Context: an optimization exercise on an open-source flow, tuned for small area. The choices shown serve that exercise and are no tape-out recipe. The RTL was checked by simulation tests, not by an equivalence proof against the original design. No activity file was given, so power comes from the tool's default toggle rates.

==> flow/design.v <==
`timescale 1ns / 1ps
module cell_unit(
    input wire CLK,
    input wire i_rst,
    input wire i_cal_stb,
    input wire i_flip,     
    input wire i_lf_tp,
    input wire i_md_tp,
    input wire i_rt_tp,
    input wire i_lf_md,
    input wire i_rt_md,
    input wire i_lf_bt,
    input wire i_md_bt,
    input wire i_rt_bt,
    output wire o_sta
    );
    reg state;
    wire state_next;
    wire [3:0] sum;
    assign sum = i_lf_tp + 
                 i_md_tp + 
                 i_rt_tp + 
                 i_lf_md + 
                 i_rt_md + 
                 i_lf_bt + 
                 i_md_bt + 
                 i_rt_bt;
    assign state_next = (sum == 2 & state) | (sum == 3);
    always @ (posedge CLK or posedge i_rst)
    begin
        if(i_rst) state <= 0;
        else
        begin
            if(i_cal_stb) state <= state_next;
            else state <= i_flip ^ state;
        end
    end
    assign o_sta = state;
endmodule
`timescale 1ns / 1ps
module automaton # (
    parameter SCREEN_WIDTH    = 1024,
    parameter SCREEN_HEIGHT   = 768,
    parameter BOARD_WIDTH     = 50,
    parameter BOARD_HEIGHT    = 38,
    parameter CELL_SIZE       = 20,
    parameter PIXEL_X_WIDTH   = 11,
    parameter PIXEL_Y_WIDTH   = 11,
    parameter CORD_X_WIDTH    = 7,
    parameter CORD_Y_WIDTH    = 7,
    parameter LR_SPACE        = (SCREEN_WIDTH - CELL_SIZE * BOARD_WIDTH) / 2,
    parameter UD_SPACE        = (SCREEN_HEIGHT - CELL_SIZE * BOARD_HEIGHT) / 2
    ) (
    input wire CLK,
    input wire i_rst,
    input wire i_cal_stb,      
    input wire i_clk_tick,      
    input wire [PIXEL_X_WIDTH-1:0] i_inq_x,
    input wire [PIXEL_Y_WIDTH-1:0] i_inq_y,
    input wire [PIXEL_X_WIDTH-1:0] i_sel_x,
    input wire [PIXEL_Y_WIDTH-1:0] i_sel_y,
    output wire o_sta
    );
    (* MAX_FANOUT = 50 *) reg [PIXEL_X_WIDTH-1:0] sel_x_fb1;
    (* MAX_FANOUT = 50 *) reg [PIXEL_Y_WIDTH-1:0] sel_y_fb1;
    (* MAX_FANOUT = 50 *) reg [PIXEL_X_WIDTH-1:0] inq_x_fb1;
    (* MAX_FANOUT = 50 *) reg [PIXEL_Y_WIDTH-1:0] inq_y_fb1;
    (* MAX_FANOUT = 50 *) reg [PIXEL_X_WIDTH-1:0] sel_x_fb2;
    (* MAX_FANOUT = 50 *) reg [PIXEL_Y_WIDTH-1:0] sel_y_fb2;
    (* MAX_FANOUT = 50 *) reg [PIXEL_X_WIDTH-1:0] inq_x_fb2;
    (* MAX_FANOUT = 50 *) reg [PIXEL_Y_WIDTH-1:0] inq_y_fb2;
    reg [CORD_X_WIDTH-1:0] sel_x_fb3;
    reg [CORD_Y_WIDTH-1:0] sel_y_fb3;
    reg [CORD_X_WIDTH-1:0] inq_x_fb3;
    reg [CORD_Y_WIDTH-1:0] inq_y_fb3;
    wire [0:BOARD_WIDTH*BOARD_HEIGHT-1] is_sel;
    wire [0:BOARD_WIDTH*BOARD_HEIGHT-1] cell_sta;
    wire [0:BOARD_WIDTH*BOARD_HEIGHT-1] lf_tp_i;  
    wire [0:BOARD_WIDTH*BOARD_HEIGHT-1] md_tp_i;
    wire [0:BOARD_WIDTH*BOARD_HEIGHT-1] rt_tp_i;
    wire [0:BOARD_WIDTH*BOARD_HEIGHT-1] lf_md_i;
    wire [0:BOARD_WIDTH*BOARD_HEIGHT-1] rt_md_i;
    wire [0:BOARD_WIDTH*BOARD_HEIGHT-1] lf_bt_i;
    wire [0:BOARD_WIDTH*BOARD_HEIGHT-1] md_bt_i;
    wire [0:BOARD_WIDTH*BOARD_HEIGHT-1] rt_bt_i;
    wire [0:BOARD_WIDTH*BOARD_HEIGHT-1] lf_tp_o;  
    wire [0:BOARD_WIDTH*BOARD_HEIGHT-1] md_tp_o;
    wire [0:BOARD_WIDTH*BOARD_HEIGHT-1] rt_tp_o;
    wire [0:BOARD_WIDTH*BOARD_HEIGHT-1] lf_md_o;
    wire [0:BOARD_WIDTH*BOARD_HEIGHT-1] rt_md_o;
    wire [0:BOARD_WIDTH*BOARD_HEIGHT-1] lf_bt_o;
    wire [0:BOARD_WIDTH*BOARD_HEIGHT-1] md_bt_o;
    wire [0:BOARD_WIDTH*BOARD_HEIGHT-1] rt_bt_o;
    always @ (posedge CLK)
    begin
        sel_x_fb1 <= i_sel_x;
        sel_y_fb1 <= i_sel_y;
        inq_x_fb1 <= i_inq_x;
        inq_y_fb1 <= i_inq_y;
        sel_x_fb2 <= sel_x_fb1 - LR_SPACE;
        sel_y_fb2 <= sel_y_fb1 - UD_SPACE;
        inq_x_fb2 <= inq_x_fb1 - LR_SPACE;
        inq_y_fb2 <= inq_y_fb1 - UD_SPACE;
        if(
            sel_x_fb2 >= 0 &&
            sel_x_fb2 <= CELL_SIZE * BOARD_WIDTH &&
            sel_y_fb2 >= 0 &&
            sel_y_fb2 <= CELL_SIZE * BOARD_HEIGHT
        )
        begin
            sel_x_fb3 <= sel_x_fb2 / CELL_SIZE;
            sel_y_fb3 <= sel_y_fb2 / CELL_SIZE;
        end
        else
        begin
            sel_x_fb3 <= 63;
            sel_y_fb3 <= 63;
        end
        if(
            inq_x_fb2 >= 0 &&
            inq_x_fb2 <= CELL_SIZE * BOARD_WIDTH &&
            inq_y_fb2 >= 0 &&
            inq_y_fb2 <= CELL_SIZE * BOARD_HEIGHT
        )
        begin
            inq_x_fb3 <= inq_x_fb2 / CELL_SIZE;
            inq_y_fb3 <= inq_y_fb2 / CELL_SIZE;
        end
        else
        begin
            inq_x_fb3 <= 63;
            inq_y_fb3 <= 63;
        end
    end
    wire [0:(BOARD_WIDTH+2)*(BOARD_HEIGHT+2)-1] pad_sta;
    genvar i, j;
    generate
        for(i = 0; i < BOARD_HEIGHT + 2; i = i + 1)
        begin : pad_row
            for(j = 0; j < BOARD_WIDTH + 2; j = j + 1)
            begin : pad_col
                if(i == 0 || j == 0 || i == BOARD_HEIGHT + 1 || j == BOARD_WIDTH + 1)
                    assign pad_sta[i*(BOARD_WIDTH+2)+j] = 1'b0;
                else
                    assign pad_sta[i*(BOARD_WIDTH+2)+j] = cell_sta[(i-1)*BOARD_WIDTH+(j-1)];
            end
        end
        for(i = 0; i < BOARD_HEIGHT; i = i + 1)
        begin
            for(j = 0; j < BOARD_WIDTH; j = j + 1)
            begin
                assign is_sel[i*BOARD_WIDTH+j] = (sel_y_fb3 == i && sel_x_fb3 == j);
                cell_unit cell_ins (
                    .CLK(CLK),
                    .i_rst(i_rst),
                    .i_cal_stb(i_cal_stb),
                    .i_flip(i_clk_tick & is_sel[i*BOARD_WIDTH+j]),
                    .i_lf_tp(pad_sta[(i)*(BOARD_WIDTH+2)+j]),
                    .i_md_tp(pad_sta[(i)*(BOARD_WIDTH+2)+j+1]),
                    .i_rt_tp(pad_sta[(i)*(BOARD_WIDTH+2)+j+2]),
                    .i_lf_md(pad_sta[(i+1)*(BOARD_WIDTH+2)+j]),
                    .i_rt_md(pad_sta[(i+1)*(BOARD_WIDTH+2)+j+2]),
                    .i_lf_bt(pad_sta[(i+2)*(BOARD_WIDTH+2)+j]),
                    .i_md_bt(pad_sta[(i+2)*(BOARD_WIDTH+2)+j+1]),
                    .i_rt_bt(pad_sta[(i+2)*(BOARD_WIDTH+2)+j+2]),
                    .o_sta(cell_sta[i*BOARD_WIDTH+j])
                );
            end
        end
    endgenerate
    assign o_sta = (inq_x_fb3 < BOARD_WIDTH && inq_y_fb3 < BOARD_HEIGHT) ?
                   cell_sta[inq_y_fb3*BOARD_WIDTH+inq_x_fb3] : 1'b0;
endmodule
==> flow/run.sh <==
#!/bin/bash
# synth_recipe.tcl (not shown) runs the flow's synth.tcl, then flattens the netlist and writes it again
# the make line also repeats each setting of config.mk as NAME=value (left out here)
make -C /OpenROAD-flow-scripts/flow DESIGN_CONFIG=/design/flow/config.mk WORK_HOME=/design/flow/orfs CLKGATE_MAP_FILE= SYNTH_SCRIPT=/design/flow/synth_recipe.tcl finish
==> flow/config.mk <==
export PLATFORM = sky130hd
export DESIGN_NAME = automaton
export DESIGN_NICKNAME = automaton
export VERILOG_FILES = /design/flow/design.v
export SDC_FILE = /design/flow/constraint.sdc
export NUM_CORES = 8
export LEC_CHECK = 0
export CAP_MARGIN = 20
export CORE_MARGIN = 2
export CORE_UTILIZATION = 50
export PLACE_DENSITY = 0.6
export SLEW_MARGIN = 20
==> flow/constraint.sdc <==
create_clock -name core_clock -period 15.0 [get_ports {CLK}]
set_input_delay 3.0000 -clock core_clock [delete_from_list [all_inputs] [get_ports {CLK}]]
set_output_delay 3.0000 -clock core_clock [all_outputs]
set_load 0.01 [all_outputs]
==> flow_metrics.env, run 1 <==
export IMPL_min_from="inq_y_fb1[1]$_DFF_P_"
export IMPL_rsz0062_at_grt="no"
export IMPL_drive_gt1_share_pct=3.70
export IMPL_synth_cell_types=92
export IMPL_synthMuxAreaShare_pct=7.09
export IMPL_crit_type="reg -> out"
export IMPL_yosys_area_share_simple_pct=9.29
export IMPL_ys_seq_elements=2016
export IMPL_grt_pass1_wl_um=1880000
export IMPL_clk_pin_slew_ns=0.06
export IMPL_synth_top_family_by_area="adder cells"
export IMPL_reg2reg_from="inq_y_fb2[9]$_DFF_P_"
export IMPL_antenna_found_initial=45
export IMPL_core_area_um2=827000
export IMPL_vdd_drop_max_v=0.000219
export IMPL_synth_most_common_cell="inv_1"
export IMPL_first_global_vias=321000
export IMPL_viasPerCell=5.63
export IMPL_portBuffers=48
export IMPL_synth_area_top_cells="fa_1 35%, ha_1 17%, dfrtp_1 11%, inv_1 8.8%, xnor2_1 4.1%"
export IMPL_p_per_area_nw_per_um2=36.8
export IMPL_overflow=0
export IMPL_fmax_ghz=0.0854
export IMPL_dpl_hpwl_um=941000
export IMPL_synth_seq_area_share_pct=12.0
export IMPL_cts_hold_buf=0
export IMPL_timing_rr_end="inq_y_fb3[0]$_SDFF_PN1_"
export IMPL_final_cells=52500
export IMPL_ys_async_sr_fraction_pct=94.2
export IMPL_total_power_w=0.0161
export IMPL_reg2regPathDepth=15
export IMPL_ys_dominant_reg_cell="dfrtp_1"
export IMPL_fin_crit_sh_pct=78.0
export IMPL_cts_root_buf="clkbuf_16"
export IMPL_power_share_clock_pct=50.3
export IMPL_track_usage_pct=28.9
export IMPL_synth_edff_count=0
export IMPL_h_tree_depth=5
export IMPL_tightest_slew_ns=1.24
export IMPL_synth_top_area_cell="fa_1"
export IMPL_drt_antenna_violating_nets=0
export IMPL_cts_buffers=321
export IMPL_yosysWarnings=2
export IMPL_crit_top_cell="mux4_2"
export IMPL_syn_to_final_growth_pct=5.86
export IMPL_gp_congestion=0.903
export IMPL_leakage_nw=176
export IMPL_pwr_share_seq_pct=34.1
export IMPL_clock_latency_ns=1.07
export IMPL_die_y_um=914
export IMPL_crit_buf_inv=6
export IMPL_wl_per_cell_um=22.7
export IMPL_layout_nets=54200
export IMPL_max_stage_delay_ns=0.91
export IMPL_cp_max_fo=43
export IMPL_dieArea_um2=836000
export IMPL_synthCells=41700
export IMPL_holdPathStages=0
export IMPL_holdPathEnd="inq_y_fb2[1]$_DFF_P_"
export IMPL_cts_path_max_buffers=4
export IMPL_firstDrtPassIters=8
export IMPL_cts_sinks=2016
export IMPL_cp_top_family="multiplexers"
export IMPL_wl_met1_um=475000
export IMPL_power_switching_w=0.00528
export IMPL_io_pins=49
export IMPL_status="complete, no violations"
export IMPL_synthesis_area_um2=414000
export IMPL_synth_commonest_cells="9752 x inv_1, 7255 x fa_1, 5545 x ha_1"
export IMPL_start_util_pct=50.1
export IMPL_first_iter_violations=18700
export IMPL_combPwrFrac_pct=15.6
export IMPL_maxSlewViolCount=0
export IMPL_synth_top_area_share_pct=35.1
export IMPL_synthXorXnorAreaFrac_pct=4.15
export IMPL_arrival_ns=8.70
export IMPL_reg2reg_slack_ns=9.71
export IMPL_skew_ns=0.0510
export IMPL_via_count=296000
export IMPL_wl_met3_um=62500
export IMPL_ctsResizeCount=0
export IMPL_grt_max_degree=192
export IMPL_swShare_pct=32.7
export IMPL_syn_area_per_cell_um2=9.94
export IMPL_cts_tree="done"
export IMPL_relSlewSlack_pct=16.9
export IMPL_start_kind="flop"
export IMPL_crit_chain="inv_1 > ha_4 > inv_1 > fa_4 > xor2_4 > buf_12 > buf_4 > mux4_2 > mux4_2 > mux4_2 > mux4_2 > mux2i_1 > a2111oi_2 > buf_4 > clkdlybuf4s50_1"
export IMPL_tns_ns=0
export IMPL_synth_compound_area_share_pct=5.86
export IMPL_yosys_area_share_adder_pct=51.8
export IMPL_drt_total_wl_um=1190000
export IMPL_min_period_ns=11.70
export IMPL_min_path_type="reg -> reg"
export IMPL_rows=334
export IMPL_crit_path_end_kind="output port"
export IMPL_drv_cap=0
export IMPL_hold_viol=0
export IMPL_dp_cells=51900
export IMPL_die_w_um=914
export IMPL_postCtsSetupBuffers=0
export IMPL_intPower_w=0.0108
export IMPL_finalSetupViolCount=0
export IMPL_dr_wl_met2_um=590000
export IMPL_topRoutingLayerUsed="met5"
export IMPL_required_ns=12.00
export IMPL_cpMaxStageDelayCell="buf_4"
export IMPL_drcViolationCount=0
## layer usage
layer / global-route usage (%) / vias to the layer above
li1: - / 132000
met2: 50.5 / 7302
met3: 3.51 / 2267
met1: 36.4 / 154000
met4: 12.3 / 30
met5: 0 / -
## worst max-delay path by stage
| stage | startpoint | endpoint | slack, ns | cells past startpoint |
|---|---|---|---|---|
| 2_1_floorplan | i_rst | genblk2[0].genblk1[0].cell_ins.state$_DFF_PP0_ | -14.37 | 1 |
| 4_1_cts | inq_y_fb3[0]$_SDFF_PN1_ | o_sta | 3.19 | 15 |
| 5_1_grt | inq_y_fb3[0]$_SDFF_PN1_ | o_sta | 3.21 | 14 |
| 6_report | inq_y_fb3[0]$_SDFF_PN1_ | o_sta | 3.30 | 15 |
| 3_5_place_dp | inq_y_fb3[0]$_SDFF_PN1_ | o_sta | 4.40 | 14 |
| 3_3_place_gp | inq_y_fb3[0]$_SDFF_PN1_ | o_sta | 4.29 | 16 |
## registers in the layout, indices dropped and copies added, names as in the netlist, 11 cells and up
register / count
sel_x_fb1: 11
inq_y_fb1: 11
inq_x_fb2: 11
inq_y_fb2: 11
sel_y_fb1: 11
inq_x_fb1: 11
sel_x_fb2: 11
genblk2.genblk1.cell_ins.state: 1900
sel_y_fb2: 11
## worst register-to-register path: stages, from the launching register on
cell	delay [ns]
dfxtp_1	0.51
or2_2	0.44
ha_1	0.42
and2b_1	0.29
a211o_1	0.31
a22oi_1	0.79
a41oi_1	0.20
and3_1	0.26
o31a_1	0.28
nor3_1	0.29
nor2b_2	0.34
nor2_1	0.11
nor3_1	0.28
a21oi_1	0.10
nor3b_1	0.22
o2111ai_1	0.25
## layout make-up
cell class | instances | area (um2)
antenna | 10 | 25.0
clock inverter | 86 | 1000
inverter | 9755 | 36600
fill | 73400 | 388000
sequential | 2016 | 49900
clock buffer | 482 | 9620
tap | 10900 | 13700
timing repair buffer | 317 | 2870
multi-input combinational | 28900 | 325000
## per-stage QoR
step,cell area [um2],hold WS (ns),worst slack [ns],utilization (%)
finish,438000,0.321,3.30,53.0
global route,438000,0.325,3.21,53.0
CTS,438000,0.320,3.19,53.0
detailed placement,428000,0.313,4.40,51.8
global placement,428000,0.315,4.29,51.8
floorplan,414000,0.310,-14.37,-
## kinds of logic (layout without fill, tap and decap cells)
kind of cell | count (synthesis) | count (layout)
adder cells (fa/ha/maj) | 12800 | 12800
buffers and inverters | 10700 | 10600
AO/OA/AOI/OAI | 4280 | 4280
multiplexers | 2145 | 2145
AND/OR/NAND/NOR | 7737 | 7737
other | 1 | 14
XOR/XNOR | 1961 | 1961
flip-flops | 2016 | 2016
## cell usage in the layout, fill, tap and decap left out, types with 160 or more instances in the layout
cell type,netlist,layout
xnor2_1,1934,1931
mux2i_1,1510,1510
nand2b_1,804,804
nor2b_1,1116,1116
nand2_1,1303,1261
clkbuf_16,0,333
ha_1,5545,5544
a21oi_1,1781,1781
o22ai_1,1192,1192
o21ai_0,829,829
nand3b_1,566,566
fa_1,7255,7254
a31oi_1,160,160
o2111ai_1,167,167
nand3_1,786,747
nor2_1,2083,2080
mux4_2,630,630
nor3_1,990,982
dfrtp_1,1900,1900
inv_1,9752,9751
buf_4,4,242
## power groups by stage
stage,Combinational (W),Sequential [W],Clock (W)
global route,0.00259,0.00550,0.00841
global placement,0.00251,0.00560,0
detailed placement,0.00249,0.00560,0
finish,0.00251,0.00550,0.00811
floorplan,0.00138,0.00559,0
CTS,0.00250,0.00550,0.00826
==> inputs of run 2 (changes only) <==
==> flow/design.v (replaced) <==
module automaton (
    input  wire        CLK,
    input  wire        i_rst,
    input  wire        i_cal_stb,
    input  wire        i_clk_tick,
    input  wire [10:0] i_inq_x,
    input  wire [10:0] i_inq_y,
    input  wire [10:0] i_sel_x,
    input  wire [10:0] i_sel_y,
    output wire        o_sta
    );
    localparam W = 50;
    localparam H = 38;
    function [11:0] to_cell;
        input [10:0] x;
        input [10:0] y;
        reg [10:0] xo, yo;
        reg [10:0] cx, cy;
        begin
            xo = x - 11'd12;
            yo = y - 11'd4;
            cx = xo / 11'd20;
            cy = yo / 11'd20;
            if (xo < 11'd1000 && yo < 11'd760)
                to_cell = {cy[5:0], cx[5:0]};
            else
                to_cell = {cy[5:0], 6'd63};
        end
    endfunction
    reg [11:0] sel1, sel2, sel3;    
    reg [11:0] inq1, inq2;
    always @(posedge CLK) begin
        sel1 <= to_cell(i_sel_x, i_sel_y);
        sel2 <= sel1;
        sel3 <= sel2;
        inq1 <= to_cell(i_inq_x, i_inq_y);
        inq2 <= inq1;
    end
    reg clr;
    always @(posedge CLK or posedge i_rst)
        if (i_rst) clr <= 1'b1;
        else       clr <= 1'b0;
    wire cal  = i_cal_stb & ~clr;
    wire hold = ~i_cal_stb & ~clr;
    wire tick = i_clk_tick & ~i_cal_stb;
    reg  [W-1:0] st [0:H-1];
    wire [W-1:0] nx [0:H-1];
    wire [1:0] hh [0:H+1][0:W-1];
    genvar i, j, k;
    generate
        for (j = 0; j < W; j = j + 1) begin : hpad
            assign hh[0][j] = 2'd0;
            assign hh[H+1][j] = 2'd0;
        end
        for (i = 0; i < H; i = i + 1) begin : hrow
            wire [W+1:0] p = {1'b0, st[i], 1'b0};
            for (j = 0; j < W; j = j + 1) begin : hcol
                assign hh[i+1][j] = p[j] + p[j+1] + p[j+2];
            end
        end
        for (k = 0; k < H/2; k = k + 1) begin : pair
            for (j = 0; j < W; j = j + 1) begin : pcol
                wire [2:0] q = hh[2*k+1][j] + hh[2*k+2][j];
                wire q2 = q[2], q1 = q[1], q0 = q[0];
                wire w = q1 ^ q0;
                wire m = q2 ^ (q1 | q0);
                wire [1:0] ha = hh[2*k][j];
                wire [1:0] hb = hh[2*k+3][j];
                wire a3a = ~q2 & (ha[0] ^ q0) & (ha[1] ^ q1);
                wire a4a = m & ~(ha[0] ^ q0) & ~(ha[1] ^ w);
                wire a3b = ~q2 & (hb[0] ^ q0) & (hb[1] ^ q1);
                wire a4b = m & ~(hb[0] ^ q0) & ~(hb[1] ^ w);
                wire la = cal & a3a | st[2*k][j]   & (cal & a4a | hold);
                wire lb = cal & a3b | st[2*k+1][j] & (cal & a4b | hold);
                wire fa = tick && sel3[11:6] == 2*k   && sel3[5:0] == j;
                wire fb = tick && sel3[11:6] == 2*k+1 && sel3[5:0] == j;
                assign nx[2*k][j]   = la ^ fa;
                assign nx[2*k+1][j] = lb ^ fb;
            end
        end
        for (i = 0; i < H; i = i + 1) begin : upd
            always @(posedge CLK) st[i] <= nx[i];
        end
    endgenerate
    reg sta;
    wire [W-1:0] qrow = (inq2[11:6] < H) ? nx[inq2[11:6]] : {W{1'b0}};
    always @(posedge CLK or posedge i_rst)
        if (i_rst) sta <= 1'b0;
        else       sta <= (inq2[5:0] < W) ? qrow[inq2[5:0]] : 1'b0;
    assign o_sta = sta;
endmodule
==> flow_metrics.env, run 2 <==
export IMPL_synth_cell_types=121
export IMPL_final_cells=38400
export IMPL_synth_area_top_cells="fa_1 20%, xor2_1 15%, dfxtp_1 14%, xnor2_1 11%, ha_1 8.9%"
export IMPL_firstDrtPassIters=7
export IMPL_overflow=0
export IMPL_ys_seq_elements=1962
export IMPL_syn_area_per_cell_um2=8.91
export IMPL_rsz0062_at_grt="no"
export IMPL_postCtsSetupBuffers=0
export IMPL_cts_sinks=1962
export IMPL_finalInstanceArea_um2=298000
export IMPL_drive_gt1_share_pct=3.73
export IMPL_start_kind="primary input"
export IMPL_layout_setup_ws_ns=5.48
export IMPL_crit_path_end_kind="flop"
export IMPL_tns_ns=0
export IMPL_largest_register="st"
export IMPL_final_cell_mix="4876 x xor2_1, 4019 x inv_1, 3407 x xnor2_1"
export IMPL_cts_hold_buf=0
export IMPL_layout_nets=35600
export IMPL_synthCells=31200
export IMPL_ctsResizeCount=0
export IMPL_arrival_ns=10.30
export IMPL_via_count=244000
export IMPL_drt_antenna_violating_nets=0
export IMPL_power_switching_w=0.00445
export IMPL_status="complete, no violations"
export IMPL_antenna_found_initial=126
export IMPL_crit_type="in -> reg"
export IMPL_h_tree_depth=5
export IMPL_timing_rr_end="sta$_DFF_PP0_"
export IMPL_relSlewSlack_pct=16.7
export IMPL_drcViolationCount=0
export IMPL_io_pins=49
export IMPL_fin_crit_sh_pct=63.5
export IMPL_tightest_slew_ns=1.24
export IMPL_grt_pass1_wl_um=1670000
export IMPL_dpl_hpwl_um=896000
export IMPL_cts_root_buf="clkbuf_16"
export IMPL_cts_buffers=278
export IMPL_largest_register_ffs=1900
export IMPL_clock_latency_ns=1.02
export IMPL_dpl_cell_area_um2=288000
export IMPL_cts_tree="done"
export IMPL_die_w_um=750
export IMPL_dieArea_um2=562000
export IMPL_fill_cells=50800
export IMPL_syn_to_final_growth_pct=6.98
export IMPL_fmax_ghz=0.105
export IMPL_dp_cells=37800
export IMPL_synth_edff_count=0
export IMPL_place_ws_ns=4.85
export IMPL_start_util_pct=50.3
export IMPL_drv_cap=0
export IMPL_crit_start="i_cal_stb"
export IMPL_critPathCapture="sta$_DFF_PP0_"
export IMPL_maxSlewViolCount=0
export IMPL_ys_dominant_reg_cell="dfxtp_1"
export IMPL_pwr_share_seq_pct=37.2
export IMPL_ys_async_sr_fraction_pct=0.102
export IMPL_cp_max_fo=49
export IMPL_layout_commonest_cell="xor2_1"
export IMPL_first_iter_violations=31400
export IMPL_gp_congestion=0.997
export IMPL_portBuffers=42
export IMPL_grt_max_degree=153
export IMPL_rows=273
export IMPL_reg2reg_from="clr$_DFF_PP1_"
export IMPL_intPower_w=0.00979
export IMPL_vdd_drop_max_v=0.0000830
export IMPL_clk_pin_slew_ns=0.06
export IMPL_finalSetupViolCount=0
export IMPL_synth_top_area_cell="fa_1"
export IMPL_cts_path_max_buffers=4
export IMPL_p_per_area_nw_per_um2=47.9
export IMPL_reg2regPathDepth=16
export IMPL_swShare_pct=31.2
export IMPL_yosysWarnings=2
export IMPL_synth_top_area_share_pct=20.0
export IMPL_first_global_vias=236000
export IMPL_min_period_ns=9.52
export IMPL_synth_seq_area_share_pct=14.1
export IMPL_reg2reg_slack_ns=6.84
export IMPL_leakage_nw=125
export IMPL_wl_per_cell_um=30.6
export IMPL_track_usage_pct=40.7
export IMPL_required_ns=15.78
export IMPL_synthesis_area_um2=278000
export IMPL_skew_ns=0.0529
export IMPL_hold_viol=0
export IMPL_synth_commonest_cells="4876 x xor2_1, 4020 x inv_1, 3407 x xnor2_1"
export IMPL_total_power_w=0.0142
export IMPL_drt_total_wl_um=1180000
export IMPL_core_area_um2=553000
export IMPL_min_path_type="reg -> reg"
export IMPL_viasPerCell=6.35
export IMPL_die_y_um=750
export IMPL_combPwrFrac_pct=12.2
export IMPL_synth_most_common_cell="xor2_1"
export IMPL_power_share_clock_pct=50.6
run 2: cells by family after synthesis:
logic type               count (synthesis)  share of synthesized area, %
buffers and inverters                 5216                          7.13
AO/OA/AOI/OAI                         4806                          13.3
XOR/XNOR                              8284                          26.1
multiplexers                            13                        0.0481
other                                    1                       0.00135
adder cells (fa/ha/maj)               4758                          28.9
AND/OR/NAND/NOR                       6157                          10.4
flip-flops                            1962                          14.1
run 2: through the flow:
step / utilization (%) / hold WS, ns
floorplan: - / 0.310
CTS: 53.7 / 0.318
finish: 53.8 / 0.316
global placement: 52.0 / 0.313
global route: 53.7 / 0.322
detailed placement: 52.0 / 0.312
run 2: critical path: stages:
cell	delay [ns]
buf_16	0.29
buf_4	0.54
and4b_1	0.44
nand3_4	0.59
buf_4	0.57
buf_4	0.73
nor2_1	0.12
xnor2_1	0.25
a22oi_1	0.23
nand4_1	0.13
a211o_1	0.28
nor4_1	0.92
o32a_1	0.31
mux2i_1	0.14
a32o_1	0.42
or3_1	0.61
and4_1	0.51
run 2: power by group through the flow:
stage / Clock, W / Combinational (W) / Sequential [W]
CTS: 0.00719 / 0.00163 / 0.00529
global route: 0.00739 / 0.00173 / 0.00529
detailed placement: 0 / 0.00163 / 0.00540
floorplan: 0 / 0.000783 / 0.00536
finish: 0.00720 / 0.00174 / 0.00529
global placement: 0 / 0.00162 / 0.00540
run 2: metal layers:
metal  track usage (%)  part of all wire, %  wire (um)  vias up
met5                 0                0.047        548        -
met4              25.9                  7.8      91900       72
met3              11.1                   12     147000     3666
met2              59.3                   41     485000    15100
met1              53.1                   38     452000   120000
li1                  -                    -          -   105000
run 2: final cells by class:
type | count | area (um2) | share of cell area [%]
diodes | 91 | 228 | 0.0765
clock buffers | 400 | 8260 | 2.78
clock inverters | 84 | 1110 | 0.372
inverters | 4023 | 15100 | 5.08
multi-input cells | 24000 | 220000 | 73.9
flip-flops and latches | 1962 | 39300 | 13.2
well taps | 7287 | 9120 | 3.06
repair buffers | 498 | 4460 | 1.50
run 2: worst min path at each step:
stage                                   from          endpoint  slack (ns)  cells after the start
after floorplan           inq1[0]$_SDFF_PN1_   inq2[0]$_DFF_P_        0.31                      0
after global placement       sel2[4]$_DFF_P_   sel3[4]$_DFF_P_        0.31                      0
after detailed placement     sel2[0]$_DFF_P_   sel3[0]$_DFF_P_        0.31                      0
after CTS                    sel1[8]$_DFF_P_   sel2[8]$_DFF_P_        0.32                      0
after global routing        sel2[10]$_DFF_P_  sel3[10]$_DFF_P_        0.32                      0
final                        sel2[6]$_DFF_P_   sel3[6]$_DFF_P_        0.32                      0

[afterwards: timing with drivers on the ports]
How much do the figures lean on ideal ports? The routed layouts below were timed once more, with nothing changed but the port constraints. Step 1 assumes that a clkbuf_16 drives the clock port and a buf_2 every other input. Step 2, shift: input delay + t, output delay - t, t = (earliest + latest rising clock arrival at the registers) / 2. This alone moves slack from input paths to output paths. a / b / c = no drivers / after step 1 / after step 2; a / b = the first two.
run | shift t [ns] | setup slack, ns | worst hold slack (ns)
run 1 | 1.178 | 3.297 / 3.159 / 4.337 | 0.321 / 0.321 / 0.321
run 2 | 1.120 | 5.480 / 5.447 / 4.327 | 0.316 / 0.316 / 0.316
After both steps setup and hold are still met in every run listed. For run 2, which loses most, drivers alone change the setup slack by -0.033 ns; drivers and shift together by -1.153 ns.
